What follows belongs to an exercise in optimizing a design on an open flow for small area and a short achievable clock period; a production flow would make more cautious choices.
Where RTL was checked, it was by simulation tests only, not by an equivalence proof against the original.
Function not checked in runs 3 and 4: the RTL went through the layout flow alone.
Power and IR drop assume default switching activity.

==> design.v <==
module mul16_cs (
	input	[15:0]	a,
	input	[15:0]	b,
	output	[95:0]	r
);
wire one0 = b[0] ^ 1'b0;
wire two0 = (b[1] & ~b[0] & ~1'b0) | (~b[1] & b[0] & 1'b0);
wire neg0 = b[1];
wire pp0_0 = ((one0 & a[0]) | (two0 & 1'b0)) ^ neg0;
wire pp0_1 = ((one0 & a[1]) | (two0 & a[0])) ^ neg0;
wire pp0_2 = ((one0 & a[2]) | (two0 & a[1])) ^ neg0;
wire pp0_3 = ((one0 & a[3]) | (two0 & a[2])) ^ neg0;
wire pp0_4 = ((one0 & a[4]) | (two0 & a[3])) ^ neg0;
wire pp0_5 = ((one0 & a[5]) | (two0 & a[4])) ^ neg0;
wire pp0_6 = ((one0 & a[6]) | (two0 & a[5])) ^ neg0;
wire pp0_7 = ((one0 & a[7]) | (two0 & a[6])) ^ neg0;
wire pp0_8 = ((one0 & a[8]) | (two0 & a[7])) ^ neg0;
wire pp0_9 = ((one0 & a[9]) | (two0 & a[8])) ^ neg0;
wire pp0_10 = ((one0 & a[10]) | (two0 & a[9])) ^ neg0;
wire pp0_11 = ((one0 & a[11]) | (two0 & a[10])) ^ neg0;
wire pp0_12 = ((one0 & a[12]) | (two0 & a[11])) ^ neg0;
wire pp0_13 = ((one0 & a[13]) | (two0 & a[12])) ^ neg0;
wire pp0_14 = ((one0 & a[14]) | (two0 & a[13])) ^ neg0;
wire pp0_15 = ((one0 & a[15]) | (two0 & a[14])) ^ neg0;
wire pp0_16 = ((one0 & 1'b0) | (two0 & a[15])) ^ neg0;
wire one1 = b[2] ^ b[1];
wire two1 = (b[3] & ~b[2] & ~b[1]) | (~b[3] & b[2] & b[1]);
wire neg1 = b[3];
wire pp1_0 = ((one1 & a[0]) | (two1 & 1'b0)) ^ neg1;
wire pp1_1 = ((one1 & a[1]) | (two1 & a[0])) ^ neg1;
wire pp1_2 = ((one1 & a[2]) | (two1 & a[1])) ^ neg1;
wire pp1_3 = ((one1 & a[3]) | (two1 & a[2])) ^ neg1;
wire pp1_4 = ((one1 & a[4]) | (two1 & a[3])) ^ neg1;
wire pp1_5 = ((one1 & a[5]) | (two1 & a[4])) ^ neg1;
wire pp1_6 = ((one1 & a[6]) | (two1 & a[5])) ^ neg1;
wire pp1_7 = ((one1 & a[7]) | (two1 & a[6])) ^ neg1;
wire pp1_8 = ((one1 & a[8]) | (two1 & a[7])) ^ neg1;
wire pp1_9 = ((one1 & a[9]) | (two1 & a[8])) ^ neg1;
wire pp1_10 = ((one1 & a[10]) | (two1 & a[9])) ^ neg1;
wire pp1_11 = ((one1 & a[11]) | (two1 & a[10])) ^ neg1;
wire pp1_12 = ((one1 & a[12]) | (two1 & a[11])) ^ neg1;
wire pp1_13 = ((one1 & a[13]) | (two1 & a[12])) ^ neg1;
wire pp1_14 = ((one1 & a[14]) | (two1 & a[13])) ^ neg1;
wire pp1_15 = ((one1 & a[15]) | (two1 & a[14])) ^ neg1;
wire pp1_16 = ((one1 & 1'b0) | (two1 & a[15])) ^ neg1;
wire one2 = b[4] ^ b[3];
wire two2 = (b[5] & ~b[4] & ~b[3]) | (~b[5] & b[4] & b[3]);
wire neg2 = b[5];
wire pp2_0 = ((one2 & a[0]) | (two2 & 1'b0)) ^ neg2;
wire pp2_1 = ((one2 & a[1]) | (two2 & a[0])) ^ neg2;
wire pp2_2 = ((one2 & a[2]) | (two2 & a[1])) ^ neg2;
wire pp2_3 = ((one2 & a[3]) | (two2 & a[2])) ^ neg2;
wire pp2_4 = ((one2 & a[4]) | (two2 & a[3])) ^ neg2;
wire pp2_5 = ((one2 & a[5]) | (two2 & a[4])) ^ neg2;
wire pp2_6 = ((one2 & a[6]) | (two2 & a[5])) ^ neg2;
wire pp2_7 = ((one2 & a[7]) | (two2 & a[6])) ^ neg2;
wire pp2_8 = ((one2 & a[8]) | (two2 & a[7])) ^ neg2;
wire pp2_9 = ((one2 & a[9]) | (two2 & a[8])) ^ neg2;
wire pp2_10 = ((one2 & a[10]) | (two2 & a[9])) ^ neg2;
wire pp2_11 = ((one2 & a[11]) | (two2 & a[10])) ^ neg2;
wire pp2_12 = ((one2 & a[12]) | (two2 & a[11])) ^ neg2;
wire pp2_13 = ((one2 & a[13]) | (two2 & a[12])) ^ neg2;
wire pp2_14 = ((one2 & a[14]) | (two2 & a[13])) ^ neg2;
wire pp2_15 = ((one2 & a[15]) | (two2 & a[14])) ^ neg2;
wire pp2_16 = ((one2 & 1'b0) | (two2 & a[15])) ^ neg2;
wire one3 = b[6] ^ b[5];
wire two3 = (b[7] & ~b[6] & ~b[5]) | (~b[7] & b[6] & b[5]);
wire neg3 = b[7];
wire pp3_0 = ((one3 & a[0]) | (two3 & 1'b0)) ^ neg3;
wire pp3_1 = ((one3 & a[1]) | (two3 & a[0])) ^ neg3;
wire pp3_2 = ((one3 & a[2]) | (two3 & a[1])) ^ neg3;
wire pp3_3 = ((one3 & a[3]) | (two3 & a[2])) ^ neg3;
wire pp3_4 = ((one3 & a[4]) | (two3 & a[3])) ^ neg3;
wire pp3_5 = ((one3 & a[5]) | (two3 & a[4])) ^ neg3;
wire pp3_6 = ((one3 & a[6]) | (two3 & a[5])) ^ neg3;
wire pp3_7 = ((one3 & a[7]) | (two3 & a[6])) ^ neg3;
wire pp3_8 = ((one3 & a[8]) | (two3 & a[7])) ^ neg3;
wire pp3_9 = ((one3 & a[9]) | (two3 & a[8])) ^ neg3;
wire pp3_10 = ((one3 & a[10]) | (two3 & a[9])) ^ neg3;
wire pp3_11 = ((one3 & a[11]) | (two3 & a[10])) ^ neg3;
wire pp3_12 = ((one3 & a[12]) | (two3 & a[11])) ^ neg3;
wire pp3_13 = ((one3 & a[13]) | (two3 & a[12])) ^ neg3;
wire pp3_14 = ((one3 & a[14]) | (two3 & a[13])) ^ neg3;
wire pp3_15 = ((one3 & a[15]) | (two3 & a[14])) ^ neg3;
wire pp3_16 = ((one3 & 1'b0) | (two3 & a[15])) ^ neg3;
wire one4 = b[8] ^ b[7];
wire two4 = (b[9] & ~b[8] & ~b[7]) | (~b[9] & b[8] & b[7]);
wire neg4 = b[9];
wire pp4_0 = ((one4 & a[0]) | (two4 & 1'b0)) ^ neg4;
wire pp4_1 = ((one4 & a[1]) | (two4 & a[0])) ^ neg4;
wire pp4_2 = ((one4 & a[2]) | (two4 & a[1])) ^ neg4;
wire pp4_3 = ((one4 & a[3]) | (two4 & a[2])) ^ neg4;
wire pp4_4 = ((one4 & a[4]) | (two4 & a[3])) ^ neg4;
wire pp4_5 = ((one4 & a[5]) | (two4 & a[4])) ^ neg4;
wire pp4_6 = ((one4 & a[6]) | (two4 & a[5])) ^ neg4;
wire pp4_7 = ((one4 & a[7]) | (two4 & a[6])) ^ neg4;
wire pp4_8 = ((one4 & a[8]) | (two4 & a[7])) ^ neg4;
wire pp4_9 = ((one4 & a[9]) | (two4 & a[8])) ^ neg4;
wire pp4_10 = ((one4 & a[10]) | (two4 & a[9])) ^ neg4;
wire pp4_11 = ((one4 & a[11]) | (two4 & a[10])) ^ neg4;
wire pp4_12 = ((one4 & a[12]) | (two4 & a[11])) ^ neg4;
wire pp4_13 = ((one4 & a[13]) | (two4 & a[12])) ^ neg4;
wire pp4_14 = ((one4 & a[14]) | (two4 & a[13])) ^ neg4;
wire pp4_15 = ((one4 & a[15]) | (two4 & a[14])) ^ neg4;
wire pp4_16 = ((one4 & 1'b0) | (two4 & a[15])) ^ neg4;
wire one5 = b[10] ^ b[9];
wire two5 = (b[11] & ~b[10] & ~b[9]) | (~b[11] & b[10] & b[9]);
wire neg5 = b[11];
wire pp5_0 = ((one5 & a[0]) | (two5 & 1'b0)) ^ neg5;
wire pp5_1 = ((one5 & a[1]) | (two5 & a[0])) ^ neg5;
wire pp5_2 = ((one5 & a[2]) | (two5 & a[1])) ^ neg5;
wire pp5_3 = ((one5 & a[3]) | (two5 & a[2])) ^ neg5;
wire pp5_4 = ((one5 & a[4]) | (two5 & a[3])) ^ neg5;
wire pp5_5 = ((one5 & a[5]) | (two5 & a[4])) ^ neg5;
wire pp5_6 = ((one5 & a[6]) | (two5 & a[5])) ^ neg5;
wire pp5_7 = ((one5 & a[7]) | (two5 & a[6])) ^ neg5;
wire pp5_8 = ((one5 & a[8]) | (two5 & a[7])) ^ neg5;
wire pp5_9 = ((one5 & a[9]) | (two5 & a[8])) ^ neg5;
wire pp5_10 = ((one5 & a[10]) | (two5 & a[9])) ^ neg5;
wire pp5_11 = ((one5 & a[11]) | (two5 & a[10])) ^ neg5;
wire pp5_12 = ((one5 & a[12]) | (two5 & a[11])) ^ neg5;
wire pp5_13 = ((one5 & a[13]) | (two5 & a[12])) ^ neg5;
wire pp5_14 = ((one5 & a[14]) | (two5 & a[13])) ^ neg5;
wire pp5_15 = ((one5 & a[15]) | (two5 & a[14])) ^ neg5;
wire pp5_16 = ((one5 & 1'b0) | (two5 & a[15])) ^ neg5;
wire one6 = b[12] ^ b[11];
wire two6 = (b[13] & ~b[12] & ~b[11]) | (~b[13] & b[12] & b[11]);
wire neg6 = b[13];
wire pp6_0 = ((one6 & a[0]) | (two6 & 1'b0)) ^ neg6;
wire pp6_1 = ((one6 & a[1]) | (two6 & a[0])) ^ neg6;
wire pp6_2 = ((one6 & a[2]) | (two6 & a[1])) ^ neg6;
wire pp6_3 = ((one6 & a[3]) | (two6 & a[2])) ^ neg6;
wire pp6_4 = ((one6 & a[4]) | (two6 & a[3])) ^ neg6;
wire pp6_5 = ((one6 & a[5]) | (two6 & a[4])) ^ neg6;
wire pp6_6 = ((one6 & a[6]) | (two6 & a[5])) ^ neg6;
wire pp6_7 = ((one6 & a[7]) | (two6 & a[6])) ^ neg6;
wire pp6_8 = ((one6 & a[8]) | (two6 & a[7])) ^ neg6;
wire pp6_9 = ((one6 & a[9]) | (two6 & a[8])) ^ neg6;
wire pp6_10 = ((one6 & a[10]) | (two6 & a[9])) ^ neg6;
wire pp6_11 = ((one6 & a[11]) | (two6 & a[10])) ^ neg6;
wire pp6_12 = ((one6 & a[12]) | (two6 & a[11])) ^ neg6;
wire pp6_13 = ((one6 & a[13]) | (two6 & a[12])) ^ neg6;
wire pp6_14 = ((one6 & a[14]) | (two6 & a[13])) ^ neg6;
wire pp6_15 = ((one6 & a[15]) | (two6 & a[14])) ^ neg6;
wire pp6_16 = ((one6 & 1'b0) | (two6 & a[15])) ^ neg6;
wire one7 = b[14] ^ b[13];
wire two7 = (b[15] & ~b[14] & ~b[13]) | (~b[15] & b[14] & b[13]);
wire neg7 = b[15];
wire pp7_0 = ((one7 & a[0]) | (two7 & 1'b0)) ^ neg7;
wire pp7_1 = ((one7 & a[1]) | (two7 & a[0])) ^ neg7;
wire pp7_2 = ((one7 & a[2]) | (two7 & a[1])) ^ neg7;
wire pp7_3 = ((one7 & a[3]) | (two7 & a[2])) ^ neg7;
wire pp7_4 = ((one7 & a[4]) | (two7 & a[3])) ^ neg7;
wire pp7_5 = ((one7 & a[5]) | (two7 & a[4])) ^ neg7;
wire pp7_6 = ((one7 & a[6]) | (two7 & a[5])) ^ neg7;
wire pp7_7 = ((one7 & a[7]) | (two7 & a[6])) ^ neg7;
wire pp7_8 = ((one7 & a[8]) | (two7 & a[7])) ^ neg7;
wire pp7_9 = ((one7 & a[9]) | (two7 & a[8])) ^ neg7;
wire pp7_10 = ((one7 & a[10]) | (two7 & a[9])) ^ neg7;
wire pp7_11 = ((one7 & a[11]) | (two7 & a[10])) ^ neg7;
wire pp7_12 = ((one7 & a[12]) | (two7 & a[11])) ^ neg7;
wire pp7_13 = ((one7 & a[13]) | (two7 & a[12])) ^ neg7;
wire pp7_14 = ((one7 & a[14]) | (two7 & a[13])) ^ neg7;
wire pp7_15 = ((one7 & a[15]) | (two7 & a[14])) ^ neg7;
wire pp7_16 = ((one7 & 1'b0) | (two7 & a[15])) ^ neg7;
wire pp8_0 = a[0] & b[15];
wire pp8_1 = a[1] & b[15];
wire pp8_2 = a[2] & b[15];
wire pp8_3 = a[3] & b[15];
wire pp8_4 = a[4] & b[15];
wire pp8_5 = a[5] & b[15];
wire pp8_6 = a[6] & b[15];
wire pp8_7 = a[7] & b[15];
wire pp8_8 = a[8] & b[15];
wire pp8_9 = a[9] & b[15];
wire pp8_10 = a[10] & b[15];
wire pp8_11 = a[11] & b[15];
wire pp8_12 = a[12] & b[15];
wire pp8_13 = a[13] & b[15];
wire pp8_14 = a[14] & b[15];
wire pp8_15 = a[15] & b[15];
wire hs1 = neg2 ^ pp0_4;
wire hc2 = neg2 & pp0_4;
wire hs3 = pp0_5 ^ pp1_3;
wire hc4 = pp0_5 & pp1_3;
wire fs5 = neg3 ^ pp0_6 ^ pp1_4;
wire fc6 = (neg3 & pp0_6) | (pp1_4 & (neg3 ^ pp0_6));
wire hs7 = pp2_2 ^ pp3_0;
wire hc8 = pp2_2 & pp3_0;
wire fs9 = pp0_7 ^ pp1_5 ^ pp2_3;
wire fc10 = (pp0_7 & pp1_5) | (pp2_3 & (pp0_7 ^ pp1_5));
wire hs11 = pp3_1 ^ hc8;
wire hc12 = pp3_1 & hc8;
wire fs13 = neg4 ^ pp0_8 ^ pp1_6;
wire fc14 = (neg4 & pp0_8) | (pp1_6 & (neg4 ^ pp0_8));
wire fs15 = pp2_4 ^ pp3_2 ^ pp4_0;
wire fc16 = (pp2_4 & pp3_2) | (pp4_0 & (pp2_4 ^ pp3_2));
wire hs17 = fc10 ^ fs13;
wire hc18 = fc10 & fs13;
wire fs19 = pp0_9 ^ pp1_7 ^ pp2_5;
wire fc20 = (pp0_9 & pp1_7) | (pp2_5 & (pp0_9 ^ pp1_7));
wire fs21 = pp3_3 ^ pp4_1 ^ fc14;
wire fc22 = (pp3_3 & pp4_1) | (fc14 & (pp3_3 ^ pp4_1));
wire hs23 = fc16 ^ fs19;
wire hc24 = fc16 & fs19;
wire fs25 = neg5 ^ pp0_10 ^ pp1_8;
wire fc26 = (neg5 & pp0_10) | (pp1_8 & (neg5 ^ pp0_10));
wire fs27 = pp2_6 ^ pp3_4 ^ pp4_2;
wire fc28 = (pp2_6 & pp3_4) | (pp4_2 & (pp2_6 ^ pp3_4));
wire fs29 = pp5_0 ^ fc20 ^ fs25;
wire fc30 = (pp5_0 & fc20) | (fs25 & (pp5_0 ^ fc20));
wire hs31 = fs27 ^ hc24;
wire hc32 = fs27 & hc24;
wire fs33 = pp0_11 ^ pp1_9 ^ pp2_7;
wire fc34 = (pp0_11 & pp1_9) | (pp2_7 & (pp0_11 ^ pp1_9));
wire fs35 = pp3_5 ^ pp4_3 ^ pp5_1;
wire fc36 = (pp3_5 & pp4_3) | (pp5_1 & (pp3_5 ^ pp4_3));
wire fs37 = fc26 ^ fc28 ^ fs33;
wire fc38 = (fc26 & fc28) | (fs33 & (fc26 ^ fc28));
wire hs39 = fs35 ^ fc30;
wire hc40 = fs35 & fc30;
wire fs41 = neg6 ^ pp0_12 ^ pp1_10;
wire fc42 = (neg6 & pp0_12) | (pp1_10 & (neg6 ^ pp0_12));
wire fs43 = pp2_8 ^ pp3_6 ^ pp4_4;
wire fc44 = (pp2_8 & pp3_6) | (pp4_4 & (pp2_8 ^ pp3_6));
wire fs45 = pp5_2 ^ pp6_0 ^ fc34;
wire fc46 = (pp5_2 & pp6_0) | (fc34 & (pp5_2 ^ pp6_0));
wire fs47 = fc36 ^ fs41 ^ fs43;
wire fc48 = (fc36 & fs41) | (fs43 & (fc36 ^ fs41));
wire hs49 = fc38 ^ fs45;
wire hc50 = fc38 & fs45;
wire fs51 = pp0_13 ^ pp1_11 ^ pp2_9;
wire fc52 = (pp0_13 & pp1_11) | (pp2_9 & (pp0_13 ^ pp1_11));
wire fs53 = pp3_7 ^ pp4_5 ^ pp5_3;
wire fc54 = (pp3_7 & pp4_5) | (pp5_3 & (pp3_7 ^ pp4_5));
wire fs55 = pp6_1 ^ fc42 ^ fc44;
wire fc56 = (pp6_1 & fc42) | (fc44 & (pp6_1 ^ fc42));
wire fs57 = fs51 ^ fs53 ^ fc46;
wire fc58 = (fs51 & fs53) | (fc46 & (fs51 ^ fs53));
wire hs59 = fc48 ^ fs55;
wire hc60 = fc48 & fs55;
wire fs61 = neg7 ^ pp0_14 ^ pp1_12;
wire fc62 = (neg7 & pp0_14) | (pp1_12 & (neg7 ^ pp0_14));
wire fs63 = pp2_10 ^ pp3_8 ^ pp4_6;
wire fc64 = (pp2_10 & pp3_8) | (pp4_6 & (pp2_10 ^ pp3_8));
wire fs65 = pp5_4 ^ pp6_2 ^ pp7_0;
wire fc66 = (pp5_4 & pp6_2) | (pp7_0 & (pp5_4 ^ pp6_2));
wire fs67 = fc52 ^ fc54 ^ fs61;
wire fc68 = (fc52 & fc54) | (fs61 & (fc52 ^ fc54));
wire fs69 = fs63 ^ fs65 ^ fc56;
wire fc70 = (fs63 & fs65) | (fc56 & (fs63 ^ fs65));
wire hs71 = fs67 ^ hc60;
wire hc72 = fs67 & hc60;
wire fs73 = pp0_15 ^ pp1_13 ^ pp2_11;
wire fc74 = (pp0_15 & pp1_13) | (pp2_11 & (pp0_15 ^ pp1_13));
wire fs75 = pp3_9 ^ pp4_7 ^ pp5_5;
wire fc76 = (pp3_9 & pp4_7) | (pp5_5 & (pp3_9 ^ pp4_7));
wire fs77 = pp6_3 ^ pp7_1 ^ fc62;
wire fc78 = (pp6_3 & pp7_1) | (fc62 & (pp6_3 ^ pp7_1));
wire fs79 = fc64 ^ fc66 ^ fs73;
wire fc80 = (fc64 & fc66) | (fs73 & (fc64 ^ fc66));
wire fs81 = fs75 ^ fc68 ^ fs77;
wire fc82 = (fs75 & fc68) | (fs77 & (fs75 ^ fc68));
wire hs83 = fs79 ^ fc70;
wire hc84 = fs79 & fc70;
wire fs85 = pp8_0 ^ pp0_16 ^ pp1_14;
wire fc86 = (pp8_0 & pp0_16) | (pp1_14 & (pp8_0 ^ pp0_16));
wire fs87 = pp2_12 ^ pp3_10 ^ pp4_8;
wire fc88 = (pp2_12 & pp3_10) | (pp4_8 & (pp2_12 ^ pp3_10));
wire fs89 = pp5_6 ^ pp6_4 ^ pp7_2;
wire fc90 = (pp5_6 & pp6_4) | (pp7_2 & (pp5_6 ^ pp6_4));
wire fs91 = fc74 ^ fc76 ^ fs85;
wire fc92 = (fc74 & fc76) | (fs85 & (fc74 ^ fc76));
wire fs93 = fs87 ^ fs89 ^ fc78;
wire fc94 = (fs87 & fs89) | (fc78 & (fs87 ^ fs89));
wire fs95 = fc80 ^ fs91 ^ fc82;
wire fc96 = (fc80 & fs91) | (fc82 & (fc80 ^ fs91));
wire fs97 = neg0 ^ pp8_1 ^ pp1_15;
wire fc98 = (neg0 & pp8_1) | (pp1_15 & (neg0 ^ pp8_1));
wire fs99 = pp2_13 ^ pp3_11 ^ pp4_9;
wire fc100 = (pp2_13 & pp3_11) | (pp4_9 & (pp2_13 ^ pp3_11));
wire fs101 = pp5_7 ^ pp6_5 ^ pp7_3;
wire fc102 = (pp5_7 & pp6_5) | (pp7_3 & (pp5_7 ^ pp6_5));
wire fs103 = fc86 ^ fc88 ^ fc90;
wire fc104 = (fc86 & fc88) | (fc90 & (fc86 ^ fc88));
wire fs105 = fs97 ^ fs99 ^ fs101;
wire fc106 = (fs97 & fs99) | (fs101 & (fs97 ^ fs99));
wire fs107 = fc92 ^ fs103 ^ fs105;
wire fc108 = (fc92 & fs103) | (fs105 & (fc92 ^ fs103));
wire fs109 = neg0 ^ pp8_2 ^ pp1_16;
wire fc110 = (neg0 & pp8_2) | (pp1_16 & (neg0 ^ pp8_2));
wire fs111 = pp2_14 ^ pp3_12 ^ pp4_10;
wire fc112 = (pp2_14 & pp3_12) | (pp4_10 & (pp2_14 ^ pp3_12));
wire fs113 = pp5_8 ^ pp6_6 ^ pp7_4;
wire fc114 = (pp5_8 & pp6_6) | (pp7_4 & (pp5_8 ^ pp6_6));
wire fs115 = fc98 ^ fc100 ^ fc102;
wire fc116 = (fc98 & fc100) | (fc102 & (fc98 ^ fc100));
wire fs117 = fs109 ^ fs111 ^ fs113;
wire fc118 = (fs109 & fs111) | (fs113 & (fs109 ^ fs111));
wire fs119 = fc104 ^ fc106 ^ fs115;
wire fc120 = (fc104 & fc106) | (fs115 & (fc104 ^ fc106));
wire fs121 = ~neg0 ^ ~neg1 ^ pp8_3;
wire fc122 = (~neg0 & ~neg1) | (pp8_3 & (~neg0 ^ ~neg1));
wire fs123 = pp2_15 ^ pp3_13 ^ pp4_11;
wire fc124 = (pp2_15 & pp3_13) | (pp4_11 & (pp2_15 ^ pp3_13));
wire fs125 = pp5_9 ^ pp6_7 ^ pp7_5;
wire fc126 = (pp5_9 & pp6_7) | (pp7_5 & (pp5_9 ^ pp6_7));
wire fs127 = fs121 ^ fc110 ^ fc112;
wire fc128 = (fs121 & fc110) | (fc112 & (fs121 ^ fc110));
wire fs129 = fc114 ^ fs123 ^ fs125;
wire fc130 = (fc114 & fs123) | (fs125 & (fc114 ^ fs123));
wire fs131 = fc116 ^ fc118 ^ fs127;
wire fc132 = (fc116 & fc118) | (fs127 & (fc116 ^ fc118));
wire fs133 = 1'b1 ^ pp8_4 ^ fc122;
wire fc134 = (1'b1 & pp8_4) | (fc122 & (1'b1 ^ pp8_4));
wire fs135 = pp2_16 ^ pp3_14 ^ pp4_12;
wire fc136 = (pp2_16 & pp3_14) | (pp4_12 & (pp2_16 ^ pp3_14));
wire fs137 = pp5_10 ^ pp6_8 ^ pp7_6;
wire fc138 = (pp5_10 & pp6_8) | (pp7_6 & (pp5_10 ^ pp6_8));
wire fs139 = fs133 ^ fc124 ^ fc126;
wire fc140 = (fs133 & fc124) | (fc126 & (fs133 ^ fc124));
wire fs141 = fs135 ^ fs137 ^ fc128;
wire fc142 = (fs135 & fs137) | (fc128 & (fs135 ^ fs137));
wire hs143 = fc130 ^ fs139;
wire hc144 = fc130 & fs139;
wire fs145 = ~neg2 ^ pp8_5 ^ pp3_15;
wire fc146 = (~neg2 & pp8_5) | (pp3_15 & (~neg2 ^ pp8_5));
wire fs147 = pp4_13 ^ pp5_11 ^ pp6_9;
wire fc148 = (pp4_13 & pp5_11) | (pp6_9 & (pp4_13 ^ pp5_11));
wire fs149 = pp7_7 ^ fc134 ^ fc136;
wire fc150 = (pp7_7 & fc134) | (fc136 & (pp7_7 ^ fc134));
wire fs151 = fc138 ^ fs145 ^ fs147;
wire fc152 = (fc138 & fs145) | (fs147 & (fc138 ^ fs145));
wire fs153 = fc140 ^ fs149 ^ fs151;
wire fc154 = (fc140 & fs149) | (fs151 & (fc140 ^ fs149));
wire fs155 = 1'b1 ^ pp8_6 ^ pp3_16;
wire fc156 = (1'b1 & pp8_6) | (pp3_16 & (1'b1 ^ pp8_6));
wire fs157 = pp4_14 ^ pp5_12 ^ pp6_10;
wire fc158 = (pp4_14 & pp5_12) | (pp6_10 & (pp4_14 ^ pp5_12));
wire fs159 = pp7_8 ^ fc146 ^ fc148;
wire fc160 = (pp7_8 & fc146) | (fc148 & (pp7_8 ^ fc146));
wire fs161 = fs155 ^ fs157 ^ fc150;
wire fc162 = (fs155 & fs157) | (fc150 & (fs155 ^ fs157));
wire hs163 = fc152 ^ fs159;
wire hc164 = fc152 & fs159;
wire fs165 = ~neg3 ^ pp8_7 ^ pp4_15;
wire fc166 = (~neg3 & pp8_7) | (pp4_15 & (~neg3 ^ pp8_7));
wire fs167 = pp5_13 ^ pp6_11 ^ pp7_9;
wire fc168 = (pp5_13 & pp6_11) | (pp7_9 & (pp5_13 ^ pp6_11));
wire fs169 = fc156 ^ fc158 ^ fs165;
wire fc170 = (fc156 & fc158) | (fs165 & (fc156 ^ fc158));
wire fs171 = fs167 ^ fc160 ^ fs169;
wire fc172 = (fs167 & fc160) | (fs169 & (fs167 ^ fc160));
wire fs173 = 1'b1 ^ pp8_8 ^ pp4_16;
wire fc174 = (1'b1 & pp8_8) | (pp4_16 & (1'b1 ^ pp8_8));
wire fs175 = pp5_14 ^ pp6_12 ^ pp7_10;
wire fc176 = (pp5_14 & pp6_12) | (pp7_10 & (pp5_14 ^ pp6_12));
wire fs177 = fc166 ^ fc168 ^ fs173;
wire fc178 = (fc166 & fc168) | (fs173 & (fc166 ^ fc168));
wire hs179 = fs175 ^ fc170;
wire hc180 = fs175 & fc170;
wire fs181 = ~neg4 ^ pp8_9 ^ pp5_15;
wire fc182 = (~neg4 & pp8_9) | (pp5_15 & (~neg4 ^ pp8_9));
wire fs183 = pp6_13 ^ pp7_11 ^ fc174;
wire fc184 = (pp6_13 & pp7_11) | (fc174 & (pp6_13 ^ pp7_11));
wire fs185 = fc176 ^ fs181 ^ fc178;
wire fc186 = (fc176 & fs181) | (fc178 & (fc176 ^ fs181));
wire fs187 = 1'b1 ^ pp8_10 ^ pp5_16;
wire fc188 = (1'b1 & pp8_10) | (pp5_16 & (1'b1 ^ pp8_10));
wire fs189 = pp6_14 ^ pp7_12 ^ fc182;
wire fc190 = (pp6_14 & pp7_12) | (fc182 & (pp6_14 ^ pp7_12));
wire hs191 = fs187 ^ fc184;
wire hc192 = fs187 & fc184;
wire fs193 = ~neg5 ^ pp8_11 ^ pp6_15;
wire fc194 = (~neg5 & pp8_11) | (pp6_15 & (~neg5 ^ pp8_11));
wire fs195 = pp7_13 ^ fc188 ^ fs193;
wire fc196 = (pp7_13 & fc188) | (fs193 & (pp7_13 ^ fc188));
wire fs197 = 1'b1 ^ pp8_12 ^ pp6_16;
wire fc198 = (1'b1 & pp8_12) | (pp6_16 & (1'b1 ^ pp8_12));
wire hs199 = pp7_14 ^ fc194;
wire hc200 = pp7_14 & fc194;
wire fs201 = ~neg6 ^ pp8_13 ^ pp7_15;
wire fc202 = (~neg6 & pp8_13) | (pp7_15 & (~neg6 ^ pp8_13));
wire hs203 = 1'b1 ^ pp8_14;
wire hc204 = 1'b1 & pp8_14;
assign r[0] = pp0_0;
assign r[32] = neg0;
assign r[64] = 1'b0;
assign r[1] = pp0_1;
assign r[33] = 1'b0;
assign r[65] = 1'b0;
assign r[2] = pp0_2;
assign r[34] = pp1_0;
assign r[66] = neg1;
assign r[3] = pp0_3;
assign r[35] = pp1_1;
assign r[67] = 1'b0;
assign r[4] = pp1_2;
assign r[36] = pp2_0;
assign r[68] = hs1;
assign r[5] = pp2_1;
assign r[37] = hc2;
assign r[69] = hs3;
assign r[6] = hc4;
assign r[38] = fs5;
assign r[70] = hs7;
assign r[7] = fc6;
assign r[39] = fs9;
assign r[71] = hs11;
assign r[8] = fs15;
assign r[40] = hc12;
assign r[72] = hs17;
assign r[9] = hc18;
assign r[41] = fs21;
assign r[73] = hs23;
assign r[10] = fc22;
assign r[42] = fs29;
assign r[74] = hs31;
assign r[11] = fs37;
assign r[43] = hc32;
assign r[75] = hs39;
assign r[12] = fs47;
assign r[44] = hc40;
assign r[76] = hs49;
assign r[13] = hc50;
assign r[45] = fs57;
assign r[77] = hs59;
assign r[14] = fc58;
assign r[46] = fs69;
assign r[78] = hs71;
assign r[15] = fs81;
assign r[47] = hc72;
assign r[79] = hs83;
assign r[16] = fs93;
assign r[48] = hc84;
assign r[80] = fs95;
assign r[17] = fc94;
assign r[49] = fc96;
assign r[81] = fs107;
assign r[18] = fs117;
assign r[50] = fc108;
assign r[82] = fs119;
assign r[19] = fs129;
assign r[51] = fc120;
assign r[83] = fs131;
assign r[20] = fc132;
assign r[52] = fs141;
assign r[84] = hs143;
assign r[21] = hc144;
assign r[53] = fc142;
assign r[85] = fs153;
assign r[22] = fs161;
assign r[54] = fc154;
assign r[86] = hs163;
assign r[23] = hc164;
assign r[55] = fc162;
assign r[87] = fs171;
assign r[24] = fs177;
assign r[56] = fc172;
assign r[88] = hs179;
assign r[25] = fs183;
assign r[57] = hc180;
assign r[89] = fs185;
assign r[26] = fs189;
assign r[58] = fc186;
assign r[90] = hs191;
assign r[27] = fc190;
assign r[59] = hc192;
assign r[91] = fs195;
assign r[28] = fs197;
assign r[60] = fc196;
assign r[92] = hs199;
assign r[29] = fc198;
assign r[61] = hc200;
assign r[93] = fs201;
assign r[30] = pp7_16;
assign r[62] = fc202;
assign r[94] = hs203;
assign r[31] = ~neg7;
assign r[63] = pp8_15;
assign r[95] = hc204;
endmodule
module mul16_add (
	input	[95:0]	r,
	output	[31:0]	p
);
wire [31:0] x = r[31:0], y = r[63:32], z = r[95:64];
wire [31:0] s = x ^ y ^ z;
wire [31:0] c = (x & y) | (z & (x ^ y));
assign p = s + {c[30:0], 1'b0};
endmodule
`timescale 1ns/100ps
module tta16 (
	input		cpu_clk_i,
	input		cpu_rst_i,
	output	reg		wb_cyc_o,
	output	reg	[1:0]	wb_stb_o,
	output	reg		wb_we_o,
	input			wb_ack_i,
	input			wb_rty_i,
	input			wb_err_i,
	output		[2:0]	wb_cti_o,
	output		[1:0]	wb_bte_o,
	output		[22:0]	wb_adr_o,
	output		[1:0]	wb_sel_o,
	output		[15:0]	wb_dat_o,
	input		[1:0]	wb_sel_i,
	input		[15:0]	wb_dat_i,
	output			imem_en_o,
	output	reg	[9:0]	imem_adr_o,
	input		[31:0]	imem_dat_i,
	output	reg	[1:0]	imem_we_o,
	output		[9:0]	imem_wadr_o,
	output	reg	[15:0]	imem_wdat_o
);
reg		run;		 
reg	[15:0]	rf[15:0];
reg	[15:0]	t_reg0, t_reg1;
reg	[9:0]	pc_prev;
reg		t_bra;
reg	[9:0]	iadr;
reg	[6:0]	rseg, wseg;
reg	[15:0]	t_data_a, t_data_b, t_data_c, t_com;
reg		t_rad, t_wad;			 
reg		t_sub, t_bits;			 
reg	[1:0]	t_mode;				 
reg		t_reg, t_mul, t_msr;		 
reg		x_zf, x_bf;
reg	[15:0]	x_diff, x_bits, x_mem;
reg	[95:0]	x_prod;				 
reg	[22:0]	wb_adr;
reg	[15:0]	wb_dat;
wire	[31:0]	instr	= imem_dat_i;
wire	[1:0]	f_src_a	= instr[31:30];
wire	[2:0]	f_dst_a	= instr[29:27];
wire	[1:0]	f_src_b	= instr[26:25];
wire	[2:0]	f_dst_b	= instr[24:22];
wire	[1:0]	f_src_c	= instr[21:20];
wire	[1:0]	f_dst_c	= instr[19:18];
wire	[2:0]	f_com	= instr[17:15];
wire	[3:0]	f_reg1	= instr[14:11];
wire	[3:0]	f_reg0	= {instr[14], instr[10:8]};
wire	[15:0]	f_immed	= {{9{instr[7]}}, instr[6:0]};
wire	[15:0]	f_limm	= {{6{instr[10]}}, instr[9:0]};
wire	[9:0]	pc_next	= {pc_prev[8:1], pc_prev[0]^pc_prev[3], pc_prev[9]};
wire	[9:0]	pc	= imem_adr_o;	 
wire	[31:0]	prod;
mul16_add MULADD (
	.r	(x_prod),
	.p	(prod)
);
assign	wb_cti_o	= 3'b000;
assign	wb_bte_o	= 2'b00;
assign	wb_sel_o	= 2'b11;
assign	wb_adr_o	= wb_adr;
assign	wb_dat_o	= wb_dat;
assign	imem_en_o	= run;
assign	imem_wadr_o	= iadr;
wire	mem_op	= (f_dst_a == 3'd2 || f_dst_a == 3'd3);
always @(posedge cpu_clk_i)
	if (cpu_rst_i)		run	<= 1;
	else if (wb_ack_i)	run	<= 1;
	else if (mem_op)	run	<= 0;
reg	[15:0]	rd0, rd1;
integer	k;
always @(*) begin
	rd0	= 16'd0;
	rd1	= 16'd0;
	for (k = 0; k < 16; k = k + 1) begin
		rd0	= rd0 | (rf[k] & {16{f_reg0 == k}});
		rd1	= rd1 | (rf[k] & {16{f_reg1 == k}});
	end
end
reg	[15:0]	data_a, data_c, com;
always @(*) begin
	case (f_src_a)
	0:	data_a	= t_com;
	1:	data_a	= f_limm;
	2:	data_a	= t_reg0;
	3:	data_a	= x_mem;
	endcase
	case (f_src_c)
	0:	data_c	= t_com;
	1:	data_c	= x_diff;
	2:	data_c	= t_reg1;
	3:	data_c	= {6'd0, pc_next};
	endcase
	case (f_com)
	0:	com	= t_com;
	1:	com	= f_immed;
	2:	com	= t_reg1;
	3:	com	= x_mem;
	4:	com	= x_diff;
	5:	com	= x_bits;
	6:	com	= prod[15:0];
	7:	com	= prod[31:16];
	endcase
end
always @(posedge cpu_clk_i)
	if (run) begin
		t_data_a	<= data_a;
		t_data_c	<= data_c;
		t_com		<= com;
		case (f_src_b)
		0:	t_data_b	<= t_com;
		1:	t_data_b	<= f_immed;
		2:	t_data_b	<= t_reg0;
		3:	t_data_b	<= x_mem;
		endcase
		t_sub	<= (f_dst_b == 3'd1 || f_dst_b == 3'd2);
		t_bits	<= (f_dst_b == 3'd3 || f_dst_b[2]);
		t_mode	<= f_dst_b[1:0];
		t_reg	<= (f_dst_c == 2'd1);
		t_mul	<= (f_dst_c == 2'd2);
		t_msr	<= (f_dst_c == 2'd3);
		t_reg0	<= rd0;
		t_reg1	<= rd1;
	end
always @(posedge cpu_clk_i) begin
	t_rad	<= run & (f_dst_a == 3'd2);
	t_wad	<= run & (f_dst_a == 3'd3);
end
wire	jmp	= (f_dst_a == 3'd1) ||
		  (f_dst_a == 3'd5 && !x_bf) ||
		  (f_dst_a == 3'd4 && x_bf) ||
		  (f_dst_a == 3'd7 && !x_zf) ||
		  (f_dst_a == 3'd6 && x_zf);
wire	bra	= !t_bra && jmp;
always @(posedge cpu_clk_i)
	if (cpu_rst_i)		t_bra	<= 0;
	else if (run)		t_bra	<= bra;
always @(posedge cpu_clk_i)
	if (cpu_rst_i)		pc_prev	<= 10'd1;
	else if (run)		pc_prev	<= pc;
always @(posedge cpu_clk_i)
	if (cpu_rst_i)		imem_adr_o	<= 10'd2;
	else if (run)		imem_adr_o	<= bra ? data_a[9:0] : {pc[8:1], pc[0]^pc[3], pc[9]};
wire	run_n	= cpu_rst_i || wb_ack_i || (run && !mem_op);
wire	msr_n	= run ? (f_dst_c == 2'd3) : t_msr;
wire	[2:0]	dc_n	= run ? data_c[2:0] : t_data_c[2:0];
always @(posedge cpu_clk_i)
	imem_we_o	<= {run_n && msr_n && dc_n == 3'd5,
			    run_n && msr_n && dc_n == 3'd4};
always @(posedge cpu_clk_i)
	if (run && f_dst_c == 2'd3)	imem_wdat_o	<= com;
always @(posedge cpu_clk_i)
	if (run && t_reg)	rf[f_reg1]	<= t_data_c;
always @(posedge cpu_clk_i)
	if (cpu_rst_i)		x_bf	<= 0;
	else if (run && t_sub)	{x_bf, x_diff}	<= {1'b0, t_com} - {1'b0, t_data_b};
wire	[95:0]	mul_r;
mul16_cs MUL (
	.a	(t_data_c),
	.b	(t_com),
	.r	(mul_r)
);
always @(posedge cpu_clk_i)
	if (run && t_mul)	x_prod	<= mul_r;
reg	[15:0]	bits_n;
always @(*)
	case (t_mode)
	0:	bits_n	= ~(t_data_b & t_com);
	1:	bits_n	= t_data_b & t_com;
	2:	bits_n	= ~(t_data_b | t_com);
	3:	bits_n	= ~(t_data_b ^ t_com);
	endcase
always @(posedge cpu_clk_i)
	if (cpu_rst_i)
		x_zf	<= 1;
	else if (run && t_bits) begin
		x_bits	<= ~bits_n;
		x_zf	<= &bits_n;
	end
always @(posedge cpu_clk_i)
	if (cpu_rst_i)	{rseg, wseg, iadr}	<= 0;
	else if (t_msr) case (t_data_c[2:0])
		0:	rseg	<= t_com[6:0];
		1:	wseg	<= t_com[6:0];
		2:	iadr	<= t_com[9:0];
	endcase
always @(posedge cpu_clk_i)
	if (cpu_rst_i)
		{wb_we_o, wb_cyc_o, wb_stb_o}	<= 0;
	else if (t_wad) begin
		wb_cyc_o	<= 1;
		wb_we_o		<= 1;
		wb_adr		<= {wseg, t_data_a};
		wb_dat		<= t_data_c;
		wb_stb_o	<= wseg[6] ? 2'b10 : 2'b01;
	end else if (t_rad) begin
		wb_cyc_o	<= 1;
		wb_we_o		<= 0;
		wb_adr		<= {rseg, t_data_a};
		wb_stb_o	<= rseg[6] ? 2'b10 : 2'b01;
	end else if (wb_ack_i || wb_rty_i)
		{wb_we_o, wb_cyc_o, wb_stb_o}	<= 0;
always @(posedge cpu_clk_i)
	if (wb_ack_i)	x_mem	<= wb_dat_i;
endmodule	 
==> flow/run.sh <==
#!/bin/bash
# The standard layout, with faster port buffers (buf_4 in place of the
# delay-buffer cell buffer_ports picks by default), which the resizer may
# then size as usual.
set -euo pipefail
export BUFFER_PORTS_ARGS="-buffer_cell sky130_fd_sc_hd__buf_4"
bash standard.sh > standard.log 2>&1
==> standard.sh <==
#!/bin/bash
# synth_recipe.tcl (not shown) runs the flow's synth.tcl, then flattens the netlist and writes it again
# the make line also repeats each setting of config.mk as NAME=value (left out here)
make -C /OpenROAD-flow-scripts/flow DESIGN_CONFIG=/design/flow/config.mk WORK_HOME=/design/flow/orfs CLKGATE_MAP_FILE= SYNTH_SCRIPT=/design/flow/synth_recipe.tcl "${@:-finish}"
==> config.mk <==
export PLATFORM = sky130hd
export DESIGN_NAME = tta16
export DESIGN_NICKNAME = tta16
export VERILOG_FILES = /design/flow/design.v
export SDC_FILE = /design/flow/constraint.sdc
export NUM_CORES = 4
export LEC_CHECK = 0
export ABC_AREA = 1
export CAP_MARGIN = 20
export CORE_MARGIN = 2
export CORE_UTILIZATION = 40
export PLACE_DENSITY = 0.6
export SETUP_SLACK_MARGIN = 4.2
export SLEW_MARGIN = 20
==> constraint.sdc <==
create_clock -name core_clock -period 8.0 [get_ports {cpu_clk_i}]
set_input_delay 1.6000 -clock core_clock [delete_from_list [all_inputs] [get_ports {cpu_clk_i}]]
set_output_delay 1.6000 -clock core_clock [all_outputs]
set_load 0.01 [all_outputs]
==> metrics.md, run 1 <==
| Metric | Value |
|---|---|
| Status | no timing/DRC/antenna violations |
| Top reg by flops | rf |
| Die X | between 200 and 300 um |
| Worst R2R Setup Slack | around 4.3 ns |
| Clock transition at path regs | about 0.06 ns |
| IO Count | approximately 140 |
| CTS tree | yes |
| H-tree depth | 3 |
| Leakage | approximately 16 nW |
| Skew final | between 0.02 and 0.025 ns |
| Worst hold-check path type | reg2reg |
| GRT met3 Usage | 0.0600 |
| Root Buffer | clkbuf_16 |
| Area Growth Syn to Fin | 14.6% |
| R2r startpoint | t_com[7] |
| Setup TNS | 0 ns |
| Iter 0 DRT Violations | between 3000 and 4000 |
| Reg area | approximately 18000 sq um |
| Max-slew violation count | 0 |
| Area occupied by multi-input gates | about 14000 sq um |
| Largest net degree at the start of global routing | 74 |
| NumNets Final | a little under 4000 |
| Layout cells sized above 1 | 0.115 |
| Busiest layer in global routing | met2 |
| Largest regs | rf: 256 flops, x_prod: 92 flops, wb_adr: 23 flops |
| Routed Antenna Nets | 0 |
| Setup crit start kind | input pin |
| Drt pass-1 iters | 8 |
| GR Util met1 | 0.368 |
| Global Route met2 Usage | 0.426 |
| Crit path arrival time | 4.11 ns |
| Vias | roughly 27000 |
| Core region area | around 84000 sq um |
| First-pass GRT wire length | ~170000 um |
| Overflow after GRT | 0 |
| Hold_sp | t_data_a[11] |
| TritonCTS Buffers | 70 |
| Mapped Area | roughly 34000 sq um |
| Yosys cell types | 53 |
| # rows | about 110 |
| Cell Chain, Critical Path | buf_4, inv_1, nand2_1, inv_1, nand2_1, inv_1, nand2_1, o211ai_1, nor3_1, nand4_1 |
| Worst-skew pair later-pin latency | around 0.63 ns |
| CP delay by family, top | simple AND/OR/NAND/NOR gates |
| Placement Setup Slack | ~3.8 ns |
| Hold Path Depth | 0 |
| Crit end category | flip-flop |
| Finished Layout Cells | 4770 |
| Max Buffers Root-to-Sink | 3 |
| Starting Density | 0.404 |
| Post-detail-place hpwl | between 80000 and 90000 um |
| Yosys warns | 1 |
| R2R Path End | x_prod[80] |
| Post-synth EDFFs | ~550 |
| CP bufs+invs | 4 |
| Fillers | 8004 |
| CTS sink cnt | 610 |
| Power Density | 486 nW/um^2 |
| Top_reg_cell synth | edfxtp_1 |
| Average routed wire per standard cell | between 20 and 30 um |
| Setup Crit Path Kind | in2reg |
| Die Y | 295 um |
| Die area | 87100 sq um |
| Mapped Cells | 3398 |
| Part of the cycle the worst path needs | 0.480 |
| Unrepaired setup endpoints after global routing | true |
| Slew margin rel. | 0.329 |
| Max reg flops | around 260 |
| Max-cap viol count | 0 |
| Post-Route WL | around 120000 um |
| R2r worst-path depth | 12 |
| Hold EP | wb_adr[11] |
| GPL Wtd Cong | between 0.9 and 1 |
| Global Route Usage Sum | 0.272 |
| IO Port Bufs | approximately 130 |
| Tmin final | 3.84 ns |
| Measured slew at the worst slew-check pin | 1.01 ns |
| Setup ws final | ~4.2 ns |
| Max IR drop VDD | between 0.3 and 0.4 mV |
| Hold buffers post-CTS | 0 |
| Worst path slowest cell | nor3_1 |
| Antenna violations before repair | 4 |
| Number of global-route vias before repair | around 26000 |
| Post-synthesis sequential area ratio | 0.524 |
| Hold Vio Cnt, Final | 0 |
| Req. time, crit path | roughly 8.3 ns |
| Synthesis-stage register bit count | 610 |
| Dpl cells | between 4000 and 5000 |
| Ys async rst share | 0 |
| DRC | 0 |
| Syn avg cell area | between 9 and 10 sq um |
| Critical path peak fanout | 11 |
| DR vias/cell | 5.67 |
| CP max stage delay | 0.53 ns |
| Setup violators final | 0 |
| Highest clock rate | between 200 and 300 MHz |
repair_timing:
item / in CTS / in global routing
endpoints found under the hold margin: 0 / 0
endpoints found under the setup margin: 11 / 11
gates resized for setup: 9 / 8
setup buffers: 19 / 14
report_power, final:
group	internal [mW]	switching, mW
clock	1.83	1.39
combinational	3.77	6.84
sequential	4.73	0.310
total	10.3	8.53
worst register-to-register path, stage by stage, from the launching register on:
cell        delay [ns]
edfxtp_1          0.34
buf_6             0.30
nor2_1            0.19
nor2_1            0.27
clkinvlp_4        0.19
buf_12            0.18
o22ai_1           0.19
xor2_1            0.22
fa_1              0.21
inv_1             0.07
fa_1              0.42
fa_1              0.44
fa_1              0.48
cells in the mapped netlist (all sizes together) (48+ instances only):
cell      n  area share
a221oi   48       0.012
nand2   728       0.081
a21oi   133       0.020
dfxtp    57       0.034
buf      70       0.012
fa      108       0.064
nor2    193       0.023
nand3   102       0.016
o22ai   197       0.036
ha      102       0.038
inv     537       0.059
clkbuf   55      0.0061
xor2    149       0.039
o21ai   125       0.019
edfxtp  553        0.49
cells in the final DEF (no fill, tap or decap), types with 6 or more instances in the layout:
master and count:
a22oi_1 9, clkbuf_1 12, clkinvlp_4 11, a211oi_1 15
nand4_1 30, o221ai_1 6, nand2_2 6, a21oi_1 127
edfxtp_1 553, clkbuf_16 71, nand3_1 99, fa_1 108
o21ai_1 10, inv_2 33, a32o_1 6, inv_1 496
xor2_1 149, o21ai_0 114, dfxtp_1 56, a22o_1 8
nor4_1 8, xnor2_1 6, o22ai_1 197, conb_1 7
o211ai_1 30, ha_1 102, nor2_2 16, clkinv_2 10
clkinv_1 17, buf_4 220, nor2_1 174, nand2_1 722
nor3_1 37, nand3b_1 7, a32oi_1 12, o2111ai_1 32
a221oi_1 48
final cells by class:
class	count	share of cell area
flip-flops and latches	610	0.457
well taps	1134	0.0365
clock inverters	42	0.0106
multi-input cells	2125	0.350
repair buffers	227	0.0451
inverters	543	0.0533
diodes	4	0.000258
clock buffers	85	0.0476
cell families (layout without fill, tap and decap cells):
logic type / after synthesis / in the layout / synth area share
fa+ha+maj: 210 / 210 / 0.101
xor+xnor: 155 / 155 / 0.0401
simple gates: 1117 / 1117 / 0.137
flops: 610 / 610 / 0.524
compound gates: 636 / 636 / 0.120
other cells: 2 / 11 / 0.000222
buf+inv: 668 / 897 / 0.0780
worst max-delay path by stage:
stage,from,cells after the start,endpoint
after floorplan,t_com[1],12,x_prod[80]
after global placement,t_com[3],11,x_prod[80]
after detailed placement,imem_dat_i[13],10,t_reg1[1]
after CTS,t_com[6],10,x_prod[80]
after global routing,t_com[7],12,x_prod[80]
final,imem_dat_i[13],10,t_reg1[1]
per-stage QoR:
step	area, sq um	hold WS, ns	util	power, mW
final	38800	0.419	0.463	18.9
after global routing	38800	0.422	0.463	20.4
after CTS	38700	0.419	0.461	18.6
after detailed placement	36200	0.405	0.432	15.2
after global placement	36200	0.403	0.432	15.1
after floorplan	33900	0.400	-	11.9
per-layer routing:
layer | wire length [um] | part of all wire
met2 | 54000 | 0.45
met5 | 12 | 0.00010
met4 | 5000 | 0.042
met3 | 13000 | 0.11
met1 | 47900 | 0.40
==> run 2: changes to the inputs <==
--- a/config.mk
+++ b/config.mk
@@ -9,6 +9,6 @@
 export CAP_MARGIN = 20
 export CORE_MARGIN = 2
-export CORE_UTILIZATION = 40
-export PLACE_DENSITY = 0.6
-export SETUP_SLACK_MARGIN = 4.2
+export CORE_UTILIZATION = 50
+export PLACE_DENSITY = 0.75
+export SETUP_SLACK_MARGIN = 4.5
 export SLEW_MARGIN = 20
==> metrics.md, run 2 <==
| Metric | Value |
|---|---|
| Placement Setup Slack | 3.73 ns |
| Max IR drop VDD | around 0.36 mV |
| Area Growth Syn to Fin | 15.2% |
| Reg area | about 18000 sq um |
| Highest clock rate | ~280 MHz |
| Worst-skew pair later-pin latency | between 0.6 and 0.7 ns |
| Ranking of synthesized cells by area | edfxtp_1, nand2_1, fa_1, inv_1, xor2_1 |
| Worst hold-check path type | reg2reg |
| Overflow after GRT | 0 |
| First-pass GRT wire length | around 170000 um |
| Worst Setup SP | imem_dat_i[12] |
| Mapped Cells | 3398 |
| Layout cells sized above 1 | 0.135 |
| Worst path slowest cell | nand2_1 |
| Max-slew violation count | 0 |
| Syn avg cell area | 9.97 sq um |
| Fin Hold WS | approximately 0.42 ns |
| Iter 0 DRT Violations | between 4000 and 5000 |
| GPL Wtd Cong | 1.06 |
| Fin util | 0.581 |
| Setup TNS | 0 ns |
| IO Count | about 140 |
| Post-synth top cells | nand2_1, edfxtp_1, inv_1 |
| Post-synth EDFFs | between 500 and 600 |
| Die X | 264 um |
| Yosys cell types | 53 |
| # rows | between 90 and 100 |
| Unrepaired setup endpoints after global routing | true |
| Max-cap viol count | 0 |
| Setup violators final | 0 |
| Req. time, crit path | roughly 8.3 ns |
| Setup crit start kind | input pin |
| Status | no timing/DRC/antenna violations |
| Power Density | ~500 nW/um^2 |
| Post-synth top area cell | edfxtp_1 |
| Average routed wire per standard cell | 25.7 um |
| Yosys warns | 1 |
| CP max stage delay | between 0.7 and 0.8 ns |
| H-tree depth | 3 |
| Synthesis-stage register bit count | between 600 and 700 |
| Max Buffers Root-to-Sink | 3 |
| Ys async rst share | 0 |
| Commonest cells after routing, fill and taps aside | nand2_1, edfxtp_1, inv_1 |
| CTS sink cnt | 610 |
| Post-detail-place hpwl | between 70000 and 80000 um |
| Antenna violations before repair | 4 |
| Most common cell on crit path | nand2_1 |
| Setup ws final | approximately 4.4 ns |
| Drt pass-1 iters | 9 |
| Part of the cycle the worst path needs | 0.445 |
| Post-Route WL | between 100000 and 150000 um |
| DRC | 0 |
| Leakage | 16.4 nW |
| Measured slew at the worst slew-check pin | 1.10 ns |
| Vias | approximately 28000 |
| Global Route Usage Sum | 0.328 |
| Largest net degree at the start of global routing | 67 |
| Most common cell after layout, fill and taps aside | nand2_1 |
| Hold Vio Cnt, Final | 0 |
| Post-synthesis sequential area ratio | 0.524 |
| Core region area | roughly 67000 sq um |
| Fillers | 5503 |
| Starting Density | 0.505 |
| IO Port Bufs | 133 |
| Setup Crit Path Kind | in2reg |
| Hold buffers post-CTS | 0 |
| Top cell type's share of synthesized area | 0.490 |
| Largest regs | rf: 256 flops, x_prod: 92 flops, wb_adr: 23 flops |
| Tmin final | 3.56 ns |
| R2r startpoint | t_data_c[9] |
| DR vias/cell | 6.14 |
| Crit end category | flip-flop |
| Root Buffer | clkbuf_16 |
| Routed Antenna Nets | 0 |
| Top-count cell post-synth | nand2_1 |
| Skew final | between 0.02 and 0.03 ns |
| Top_reg_cell synth | edfxtp_1 |
| Slew margin rel. | 0.263 |
| Clock transition at path regs | about 0.06 ns |
| Hold_sp | t_data_a[7] |
| Crit path arrival time | between 3 and 4 ns |
| Area occupied by multi-input gates | approximately 14000 sq um |
| TritonCTS Buffers | 69 |
| Top reg by flops | rf |
| Number of global-route vias before repair | between 20000 and 30000 |
| Critical path peak fanout | 15 |
| NumNets Final | about 3900 |
| Worst R2R Setup Slack | 4.51 ns |
| Max reg flops | about 260 |
| Die area | 69900 sq um |
| Die Y | 264 um |
| CTS tree | yes |
| Cell Chain, Critical Path | buf_4, nand2_1, inv_1, nand2_1, o22ai_1, nor3_1, nand3_1 |
| Mapped Area | about 34000 sq um |
## run 2: area by class of cell
cell class                      count  share of cell area
Antenna cell                        2            0.000128
Clock inverter                     39             0.00991
Inverter                          543              0.0536
Timing Repair Buffer              255              0.0541
Multi-Input combinational cell   2125               0.351
Sequential cell                   610               0.455
Timing Repair inverter              1            0.000192
Clock buffer                       86              0.0483
Tap cell                          873              0.0280
## run 2: report_power, final
part,internal (mW),switching (mW)
clock network,1.88,1.33
logic,3.96,6.86
registers,4.73,0.327
## run 2: cell families (layout without fill, tap and decap cells)
kind of cell	count (synthesis)	count (layout)	share of synthesized area
simple gates	1117	1117	0.137
buf+inv	668	924	0.0780
compound gates	636	636	0.120
flops	610	610	0.524
fa+ha+maj	210	210	0.101
xor+xnor	155	155	0.0401
other cells	2	9	0.000222
## run 2: final timing paths
kind	to	depth (start not counted)
setup / recovery	t_reg1[10]	7
hold / removal	wb_adr[7]	0
setup reg to reg	x_prod[80]	8
hold reg to reg	wb_adr[7]	0
## run 2: routing by layer
layer / global-route usage / part of all wire
met5: 0 / 0.000069
met4: 0.173 / 0.068
met3: 0.0883 / 0.14
met2: 0.505 / 0.44
met1: 0.426 / 0.36
## run 2: critical path, delay by kind of cell
kind,cells,cell delay (ns)
and+or+nand+nor,4,1.80
buffers and inverters,2,0.27
AOI/OAI and AO/OA,1,0.16
## run 2: what timing repair did
item / in CTS / in global routing
pin swaps: 1 / 12
cloned: 2 / 1
gates resized for setup: 34 / 52
setup endpoints to repair: 41 / 59
buffers inserted: 34 / 28
## run 2: metrics by stage
step	cell area (sq um)	power [mW]	instances
6_report	39000	19.1	4534
5_1_grt	39000	20.5	4532
4_1_cts	38600	18.6	4503
3_5_place_dp	35900	15.1	4342
3_3_place_gp	35900	14.7	4342
2_1_floorplan	33900	11.9	3403
==> run 3: changes to the inputs <==
--- a/design.v
+++ b/design.v
@@ -512,5 +512,5 @@
 	output	reg	[1:0]	imem_we_o,
 	output		[9:0]	imem_wadr_o,
-	output	reg	[15:0]	imem_wdat_o
+	output		[15:0]	imem_wdat_o
 );
 reg		run;		 
@@ -557,4 +557,5 @@
 assign	imem_en_o	= run;
 assign	imem_wadr_o	= iadr;
+assign	imem_wdat_o	= t_com;
 wire	mem_op	= (f_dst_a == 3'd2 || f_dst_a == 3'd3);
 always @(posedge cpu_clk_i)
@@ -643,6 +644,4 @@
 			    run_n && msr_n && dc_n == 3'd4};
 always @(posedge cpu_clk_i)
-	if (run && f_dst_c == 2'd3)	imem_wdat_o	<= com;
-always @(posedge cpu_clk_i)
 	if (run && t_reg)	rf[f_reg1]	<= t_data_c;
 always @(posedge cpu_clk_i)
--- a/config.mk
+++ b/config.mk
@@ -9,6 +9,6 @@
 export CAP_MARGIN = 20
 export CORE_MARGIN = 2
-export CORE_UTILIZATION = 50
-export PLACE_DENSITY = 0.75
+export CORE_UTILIZATION = 40
+export PLACE_DENSITY = 0.6
 export SETUP_SLACK_MARGIN = 4.5
 export SLEW_MARGIN = 20
==> metrics.md, run 3 <==
| Metric | Value |
|---|---|
| Status | no timing/DRC/antenna violations |
| Measured slew at the worst slew-check pin | around 1.2 ns |
| Leakage | 16.1 nW |
| Slew margin rel. | 0.231 |
| IO Count | roughly 140 |
| Req. time, crit path | around 8.3 ns |
| Max reg flops | between 200 and 300 |
| Die X | between 200 and 300 um |
| Switch Pwr | around 8.3 mW |
| Layout cells sized above 1 | 0.129 |
| Area Growth Syn to Fin | 17.4% |
| Post-Route WL | about 130000 um |
| Power Density | 478 nW/um^2 |
| Max IR drop VDD | ~0.26 mV |
| Vias | about 27000 |
| Clock transition at path regs | roughly 0.060 ns |
| CTS tree | yes |
| Top cell type's share of synthesized area | 0.486 |
| Hold Vio Cnt, Final | 0 |
| Setup TNS | 0 ns |
| Top-count cell post-synth | nand2_1 |
| Busiest layer in global routing | met2 |
| Sw frac | 0.448 |
| GPL Wtd Cong | 0.980 |
| Mapped Cells | approximately 3400 |
| GRT met3 Usage | 0.0665 |
| Largest regs | rf: 256 flops, x_prod: 92 flops, wb_adr: 23 flops |
| Power consumption | roughly 19 mW |
| NumNets Final | approximately 3900 |
| Die area | 85200 sq um |
| Post-synth EDFFs | roughly 540 |
| Synthesis-stage register bit count | between 500 and 600 |
| Top reg by flops | rf |
| Flop pwr share | 0.259 |
| Starting Density | 0.404 |
| Unrepaired setup endpoints after global routing | true |
| Post-DP Area | around 36000 sq um |
| Final instance area | around 39000 sq um |
| Overflow after GRT | 0 |
| Die Y | between 200 and 300 um |
| Root Buffer | clkbuf_16 |
| GR Util met1 | 0.385 |
| # rows | between 100 and 150 |
| Iter 0 DRT Violations | between 3000 and 4000 |
| Core region area | roughly 82000 sq um |
| Dpl cells | between 4000 and 5000 |
| TritonCTS Buffers | 70 |
| Number of global-route vias before repair | about 26000 |
| Setup violators final | 0 |
| Crit end category | flip-flop |
| Drt pass-1 iters | 7 |
| Most common cell after layout, fill and taps aside | nand2_1 |
| Placement Setup Slack | between 3 and 4 ns |
| Finished Layout Cells | 4733 |
| Commonest cells after routing, fill and taps aside | nand2_1, edfxtp_1, inv_1 |
| Int Pwr | around 10 mW |
| First-pass GRT wire length | 176000 um |
| Post-synth top cells | nand2_1, edfxtp_1, inv_1 |
| Post-synth top area cell | edfxtp_1 |
| DR vias/cell | 5.75 |
| H-tree depth | 3 |
| Setup Crit Path Kind | in2reg |
| Comb pwr share | 0.565 |
| Yosys cell types | 48 |
| Max Buffers Root-to-Sink | 3 |
| Worst hold-check path type | reg2reg |
| Part of the cycle the worst path needs | 0.442 |
| IO Port Bufs | 133 |
| CTS sink cnt | a little under 600 |
| Setup crit start kind | input pin |
| Clock share of power | 0.176 |
| Critical path peak fanout | 11 |
| Routed Antenna Nets | 0 |
| Yosys warns | 1 |
| Highest clock rate | 283 MHz |
| Largest net degree at the start of global routing | 80 |
| Max-cap viol count | 0 |
| Mapped Area | 33100 sq um |
| Average routed wire per standard cell | ~26 um |
| Max-slew violation count | 0 |
| Crit path arrival time | between 3 and 4 ns |
| Global Route Usage Sum | 0.286 |
| Syn avg cell area | between 9 and 10 sq um |
| Worst-skew pair later-pin latency | between 0.6 and 0.7 ns |
| Tmin final | 3.53 ns |
| Skew final | around 0.038 ns |
| DRC | 0 |
| Ranking of synthesized cells by area | edfxtp_1, nand2_1, fa_1, inv_1, xor2_1 |
| Global Route met2 Usage | 0.441 |
| Top_reg_cell synth | edfxtp_1 |
| Antenna violations before repair | 5 |
| Post-synthesis sequential area ratio | 0.521 |
| Post-detail-place hpwl | around 86000 um |
| Setup ws final | 4.47 ns |
| Ys async rst share | 0 |
-- run 3: cell count changes after synthesis, sizes merged, moves of 4 or more --
cell and delta:
edfxtp -16, a21oi -8, nand3b -4, o22ai -24, nand4 +11, nand2 +77
nand3 +10, a32o -5, nor3 -9, nor2 -9, nor4 -6, o2111ai -5
a22o +4, inv -51
-- run 3: kinds of logic after synthesis --
family / count (synthesis) / synth area share
AND/OR/NAND/NOR: 1188 / 0.145
buffers and inverters: 618 / 0.0736
AO/OA/AOI/OAI: 607 / 0.116
flip-flops: 594 / 0.521
adder cells (fa/ha/maj): 210 / 0.104
XOR/XNOR: 151 / 0.0399
other: 2 / 0.000227
-- run 3: worst max-delay path, stage by stage --
cell and delay (ns):
buf_4 0.13, inv_1 0.06, nand2_1 0.22, nor2_4 0.53, inv_1 0.42, nor2_2 0.49, buf_4 0.37
-- run 3: routing by layer --
metal / routed length [um] / vias to the layer above / share of wire
li1: - / 12000 / -
met1: 49300 / 13100 / 0.39
met2: 55200 / 1802 / 0.44
met3: 14700 / 350 / 0.12
met4: 6040 / 4 / 0.048
met5: 26 / - / 0.00021
-- run 3: worst paths after layout --
check,slack (ns),cells after the start,start,end
worst max-delay path,4.47,7,imem_dat_i[12],rf[1][8]
worst min-delay path,0.42,0,t_data_a[10],wb_adr[10]
worst max register to register,4.53,8,t_data_c[8],x_prod[80]
worst min register to register,0.42,0,t_data_a[10],wb_adr[10]
-- run 3: what timing repair did --
item                       in CTS  in global routing
pin swaps                       1                 17
hold buffers                    0                  0
setup endpoints to repair      75                 16
buffers inserted               36                 39
cloned                          1                  2
gates resized for setup        35                 51
-- run 3: through the flow --
step	hold slack [ns]	utilization
2_1_floorplan	0.400	-
3_3_place_gp	0.402	0.432
3_5_place_dp	0.405	0.432
4_1_cts	0.418	0.467
5_1_grt	0.425	0.474
6_report	0.418	0.474
-- run 3: power by group through the flow --
stage	combinational (mW)	clock (mW)	sequential (mW)
floorplan	6.48	0	4.87
global placement	9.48	0	4.97
detailed placement	9.64	0	4.98
CTS	10.1	3.31	4.81
global route	11.7	3.43	4.85
finish	10.5	3.28	4.81
-- run 3: final cells by class --
type                            instances  area [sq um]
Tap cell                             1070          1340
Antenna cell                            3          7.51
Clock buffer                           88          1870
Timing Repair Buffer                  278          2340
Fill cell                            7655         43200
Clock inverter                         42           474
Multi-Input combinational cell       2163         13700
Inverter                              495          1920
Sequential cell                       594         17300
==> run 4: changes to the inputs <==
==> flow/run.sh (replaced) <==
#!/bin/bash
# The standard layout, with faster port buffers (buf_2 in place of the
# delay-buffer cell buffer_ports picks by default), which the resizer may
# then size as usual.
set -euo pipefail
export BUFFER_PORTS_ARGS="-buffer_cell sky130_fd_sc_hd__buf_2"
bash standard.sh > standard.log 2>&1
==> metrics.md, run 4 <==
| Metric | Value |
|---|---|
| Status | no timing/DRC/antenna violations |
| Hold_sp | t_data_a[11] |
| Die area | about 85000 sq um |
| Slew margin rel. | 0.197 |
| Post-Route WL | approximately 120000 um |
| Worst R2R Setup Slack | 4.51 ns |
| Post-detail-place hpwl | 84000 um |
| Mapped Area | 33100 sq um |
| Max-slew violation count | 0 |
| GPL Wtd Cong | about 0.98 |
| Crit end category | flip-flop |
| Post-synth top cells | nand2_1, edfxtp_1, inv_1 |
| First-pass GRT wire length | ~170000 um |
| CTS tree | yes |
| Average routed wire per standard cell | approximately 26 um |
| IO Count | about 140 |
| Commonest cells after routing, fill and taps aside | nand2_1, edfxtp_1, inv_1 |
| Clock transition at path regs | approximately 0.070 ns |
| TritonCTS Buffers | between 60 and 70 |
| Die Y | between 200 and 300 um |
| Worst-skew pair later-pin latency | approximately 0.63 ns |
| Setup violators final | 0 |
| CTS sink cnt | 594 |
| Iter 0 DRT Violations | 3208 |
| Overflow after GRT | 0 |
| Routed Antenna Nets | 0 |
| Worst hold-check path type | reg2reg |
| Root Buffer | clkbuf_16 |
| Largest regs | rf: 256 flops, x_prod: 92 flops, wb_adr: 23 flops |
| Setup Crit Path Kind | in2reg |
| Post-synthesis sequential area ratio | 0.521 |
| Measured slew at the worst slew-check pin | approximately 1.2 ns |
| Top_reg_cell synth | edfxtp_1 |
| Max-cap viol count | 0 |
| Drt pass-1 iters | 6 |
| Setup TNS | 0 ns |
| Ranking of synthesized cells by area | edfxtp_1, nand2_1, fa_1, inv_1, xor2_1 |
| Vias | between 20000 and 30000 |
| Area Growth Syn to Fin | 15.8% |
| DR vias/cell | roughly 5.8 |
| Critical path peak fanout | 9 |
| DRC | 0 |
| Synthesis-stage register bit count | 594 |
| Max Buffers Root-to-Sink | 3 |
| Post-synth EDFFs | 537 |
| Yosys warns | 1 |
| H-tree depth | 3 |
| Hold EP | wb_adr[11] |
| Reg area | around 17000 sq um |
| Mapped Cells | about 3400 |
| Hold Path Depth | 0 |
| NumNets Final | around 3900 |
| Largest net degree at the start of global routing | 77 |
| Most common cell after layout, fill and taps aside | nand2_1 |
| Setup crit start kind | input pin |
| R2r startpoint | t_com[2] |
| Top-count cell post-synth | nand2_1 |
| CP max stage delay | between 0.4 and 0.5 ns |
| Antenna violations before repair | 8 |
| Highest clock rate | approximately 280 MHz |
| Global Route Usage Sum | 0.280 |
| Setup ws final | 4.43 ns |
| Die X | between 200 and 300 um |
| # rows | 105 |
| Tmin final | between 3 and 4 ns |
| Part of the cycle the worst path needs | 0.446 |
| Skew final | about 0.023 ns |
| Post-synth top area cell | edfxtp_1 |
| Area occupied by multi-input gates | roughly 14000 sq um |
| Top cell type's share of synthesized area | 0.486 |
| Max reg flops | about 260 |
==> run 4: cell counts after synthesis <==
Identical to the previous run, type by type.
==> run 4: how the worst max path moves through the flow <==
stage | from | to | slack (ns) | cells after the start
6_report | imem_dat_i[14] | t_reg1[15] | 4.43 | 9
3_3_place_gp | imem_dat_i[14] | rf[12][10] | 3.49 | 6
3_5_place_dp | imem_dat_i[14] | rf[12][10] | 3.50 | 6
2_1_floorplan | t_com[1] | x_prod[80] | 4.52 | 12
4_1_cts | t_data_c[8] | x_prod[49] | 4.50 | 8
5_1_grt | t_com[2] | x_prod[80] | 4.41 | 11
==> run 4: critical path: cells and delay by family <==
kind                   cells  cell delay (ns)
AO/OA/AOI/OAI              1             0.40
buffers and inverters      3             0.71
AND/OR/NAND/NOR            5             1.13
==> run 4: report_power, final <==
group	internal, mW	switching [mW]
registers	4.54	0.269
clock network	1.83	1.34
logic	3.79	6.71
==> run 4: area by class of cell <==
cell class / instances / area share
repair inverters: 1 / 0.000130
diodes: 3 / 0.000196
inverters: 495 / 0.0499
flip-flops and latches: 594 / 0.450
multi-input cells: 2163 / 0.356
clock buffers: 87 / 0.0475
well taps: 1070 / 0.0349
clock inverters: 37 / 0.0111
repair buffers: 273 / 0.0508
==> run 4: repair_timing <==
| action | CTS | global route |
|---|---|---|
| setup buffers | 46 | 29 |
| setup endpoints to repair | 75 | 32 |
| pin swaps | 1 | 6 |
| gates cloned | 0 | 3 |
| endpoints found under the hold margin | 0 | 0 |
| resized for setup | 35 | 32 |
==> run 4: metal layers <==
| layer | up-vias | part of all wire | global-route usage |
|---|---|---|---|
| li1 | 12000 | - | - |
| met1 | 13000 | 0.39 | 0.373 |
| met2 | 1846 | 0.44 | 0.428 |
| met3 | 363 | 0.12 | 0.0645 |
| met4 | 6 | 0.056 | 0.142 |
| met5 | - | 0.00031 | 0 |
==> run 4: per-stage QoR <==
step                       util  cell area (sq um)  instances  hold WS (ns)  power [mW]
after global routing      0.467              38400       4720         0.425        19.9
after CTS                 0.463              38000       4688         0.420        18.2
after global placement    0.428              35100       4518         0.403        14.5
after floorplan               -              33200       3375         0.400        11.3
final                     0.467              38400       4723         0.417        18.5
after detailed placement  0.428              35100       4518         0.405        14.6
==> run 4: cell families after synthesis <==
logic type / after synthesis / synth area share
and+or+nand+nor: 1188 / 0.145
buffers and inverters: 618 / 0.0736
adders and majority gates: 210 / 0.104
AOI/OAI and AO/OA: 607 / 0.116
other: 2 / 0.000227
DFF: 594 / 0.521
xor gates and xnor gates: 151 / 0.0399

Setup slack of run 4, layout unchanged: 4.430 ns with ideal ports, 4.474 ns with driving cells assumed (clock clkbuf_16, inputs buf_2), 3.789 ns with port delays also shifted by the 0.685 ns mid clock arrival.
